Background: an optimization exercise with open tools, aiming at small area. Do not read the settings as production practice. In this exercise RTL edits were held to simulation tests only and were not proved equivalent to the original. Power and IR drop assume default switching activity.

the baseline:
Design opl2, start of the top module:
module opl2 (
  input rst,  
  input clk,  
  input  [7:0] din,
  output [7:0] dout,
  input cs_n,
  input wr_n,
  input a0,
  output reg irq_n,
  output reg signed [15:0] sample
);
localparam integer CNTR_MAX = 873;
localparam integer TIMER1_MAX = 3456;
localparam integer TIMER2_MAX = 15360;
localparam NOP = 18;
localparam NCH = 9;
localparam QDEPTH = 10;
localparam [45:0] STATE_RESET = 46'd511 << 2;  
function [7:0] op_off(input integer k);
  op_off = (k < 6) ? k : (k < 12) ? k + 2 : k + 4;
endfunction
wire read  = !cs_n && !a0;
wire write = !cs_n && !wr_n;
wire addr_write = (!a0 && write);
wire reg_write = (a0 && write);
reg timer1_overflow;
reg timer2_overflow;
assign dout = read ? {timer1_overflow | timer2_overflow, timer1_overflow, timer2_overflow, 5'd0} : 8'h00;
reg [7:0] index;
always @(posedge clk, posedge rst) begin
  if (rst) index <= 0;
  else if (addr_write) index <= {din};
end
reg [11:0] cntr;
reg sample_clk_en;
always @(posedge clk, posedge rst)
  if (rst) begin
  ...
Size: ~2400 flip-flops, about 38 I/O pins, roughly 87000 um^2 of cells after synthesis.
Settings: LEC_CHECK=0, ABC_AREA=1, CAP_MARGIN=20, CORE_MARGIN=2, CORE_UTILIZATION=55, GPL_TIMING_DRIVEN=0, PLACE_DENSITY=0.7, SLEW_MARGIN=20; clock period 20.8 ns.
standard.sh (not shown) runs the stock make flow with config.mk's settings and CLKGATE_MAP_FILE= SYNTH_SCRIPT=/design/flow/synth_recipe.tcl, a recipe that flattens the netlist after the stock synthesis.
==> flow/flow/run.sh <==
#!/bin/bash
# The standard layout (standard.sh), with clock tree synthesis using
# clkbuf_4 buffers and no dummy loads. The make output goes to
# standard_flow.log; each ORFS step keeps its own log under orfs/logs/.
set -euo pipefail
export CTS_ARGS="-sink_clustering_enable -repair_clock_nets -dont_use_dummy_load -buf_list sky130_fd_sc_hd__clkbuf_4"
bash standard.sh > standard_flow.log 2>&1
Inputs modified between the baseline and the candidate:
- swapping 20 for 10 in CAP_MARGIN
- swapping 0.7 for 0.72 in PLACE_DENSITY
- swapping 20 for 10 in SLEW_MARGIN
- swapping 55 for 60 in CORE_UTILIZATION
==> flow/flow/run.sh <==
#!/bin/bash
# The standard layout (standard.sh), with clock tree synthesis using
# clkbuf_8 buffers, large sink clusters and no dummy loads. The make output
# goes to standard_flow.log; each ORFS step keeps its own log under orfs/logs/.
set -euo pipefail
export CTS_ARGS="-sink_clustering_enable -repair_clock_nets -dont_use_dummy_load -buf_list sky130_fd_sc_hd__clkbuf_8 -sink_clustering_size 20 -sink_clustering_max_diameter 40"
bash standard.sh > standard_flow.log 2>&1
Notes after the runs:
The baseline fits on a die that is larger than the die of the candidate.
Routed wire length across the baseline and the candidate: no real change.
Taking the baseline as the reference point, the worst setup slack of the candidate falls by 0.28 ns.
Clock skew after layout: the candidate higher than the baseline

* * *

try-sierra:
opl2, a different RTL version from the one above (not shown whole).
Size: roughly 9600 cells after synthesis, roughly 2400 flip-flops, roughly 38 I/O pins, roughly 0.086 mm2 of cells after synthesis.
==> flow/config.mk <==
export PLATFORM = sky130hd
export DESIGN_NAME = opl2
export DESIGN_NICKNAME = opl2
export VERILOG_FILES = /design/flow/design.v
export SDC_FILE = /design/flow/constraint.sdc
export NUM_CORES = 4
export LEC_CHECK = 0
export ABC_AREA = 1
export CAP_MARGIN = 10
export CORE_MARGIN = 2
export CORE_UTILIZATION = 60
export GPL_TIMING_DRIVEN = 1
export PLACE_DENSITY = 0.72
export SLEW_MARGIN = 10
==> flow/constraint.sdc <==
create_clock -name core_clock -period 20.8 [get_ports {clk}]
set_input_delay 4.1600 -clock core_clock [delete_from_list [all_inputs] [get_ports {clk}]]
set_output_delay 4.1600 -clock core_clock [all_outputs]
set_load 0.01 [all_outputs]
==> flow/flow/run.sh <==
#!/bin/bash
# The standard layout (standard.sh), with clock tree synthesis using
# clkbuf_8 buffers, large sink clusters and no dummy loads. The make output
# goes to standard_flow.log; each ORFS step keeps its own log under orfs/logs/.
set -euo pipefail
export CTS_ARGS="-sink_clustering_enable -repair_clock_nets -dont_use_dummy_load -buf_list sky130_fd_sc_hd__clkbuf_8 -sink_clustering_size 16 -sink_clustering_max_diameter 35"
bash standard.sh > standard_flow.log 2>&1
try-sierra | stages: all done | timing, DRC, antenna: all pass
For try-maple, these inputs were changed with respect to try-sierra:
Settings: a change of CORE_UTILIZATION from 60 to 68; a change of PLACE_DENSITY from 0.72 to 0.78.
-- flow/flow/run.sh --
<<< try-sierra, line 6
export CTS_ARGS="-sink_clustering_enable -repair_clock_nets -dont_use_dummy_load -buf_list sky130_fd_sc_hd__clkbuf_8 -sink_clustering_size 16 -sink_clustering_max_diameter 35"
>>> try-maple, line 6
export CTS_ARGS="-sink_clustering_enable -repair_clock_nets -dont_use_dummy_load -buf_list sky130_fd_sc_hd__clkbuf_8 -sink_clustering_size 20 -sink_clustering_max_diameter 40"
Results
- try-maple finished every step from synthesis to the final layout, and the layout passed the timing, DRC and antenna checks.
- try-sierra leaves less setup margin than try-maple.
- In the reports for try-maple and try-sierra, the larger delay of the slowest cell on the worst path belongs to try-maple.
- Relative to try-sierra, part of the power in the clock network decreased by 5.0 points in try-maple.
- Launching element of the worst setup path = car: try-sierra; launching element of the worst setup path = fresh[0]: try-maple
- Count of buffers not belonging to the clock network in the layout came out higher on try-maple than on try-sierra.
- Diff try-maple and try-sierra: final area lower in try-maple
- A top routing layer in use of met4 is what try-maple shows, while met5 belongs to try-sierra.
- Going from try-sierra to try-maple, utilization increased by 7.4 points relative to the old numbers; overall power consumption decreased by 7.3% relative to the old numbers.

==> static timing again, ports no longer ideal <==
In the flow no input, the clock included, has a driving cell. The finished layouts below were timed again as built, in two steps.
Step 1 (the two cells are an assumption about what drives the block):
set clk [get_ports {clk}]
set_driving_cell -lib_cell sky130_fd_sc_hd__clkbuf_16 $clk
set_driving_cell -lib_cell sky130_fd_sc_hd__buf_2 [delete_from_list [all_inputs] $clk]
Step 2 adds t to the input delays and takes it off the output delays; t is the mean of the earliest and latest rising clock arrival at the registers after step 1. Input paths then give back, and output paths get back, about the clock's delay inside the block.
Three values: ideal ports, drivers, drivers and shift; two values: the first two.
run | t (ns) | slack for setup (ns) | latest minus earliest clock arrival (ns) | worst register clock-pin slew, ns | cell pins on the clock port's net
the baseline | 1.390 | 3.786 / 3.786 / 3.786 | 0.174 / 0.174 | 0.07 / 0.07 | 1
the candidate | 0.996 | 3.507 / 3.507 / 3.507 | 0.235 / 0.236 | 0.11 / 0.11 | 1
try-sierra | 1.012 | 7.756 / 7.756 / 7.756 | 0.137 / 0.137 | 0.09 / 0.09 | 1
try-maple | 0.964 | 8.034 / 8.034 / 8.034 | 0.164 / 0.164 | 0.12 / 0.12 | 1
After both steps every run listed still meets setup and hold.
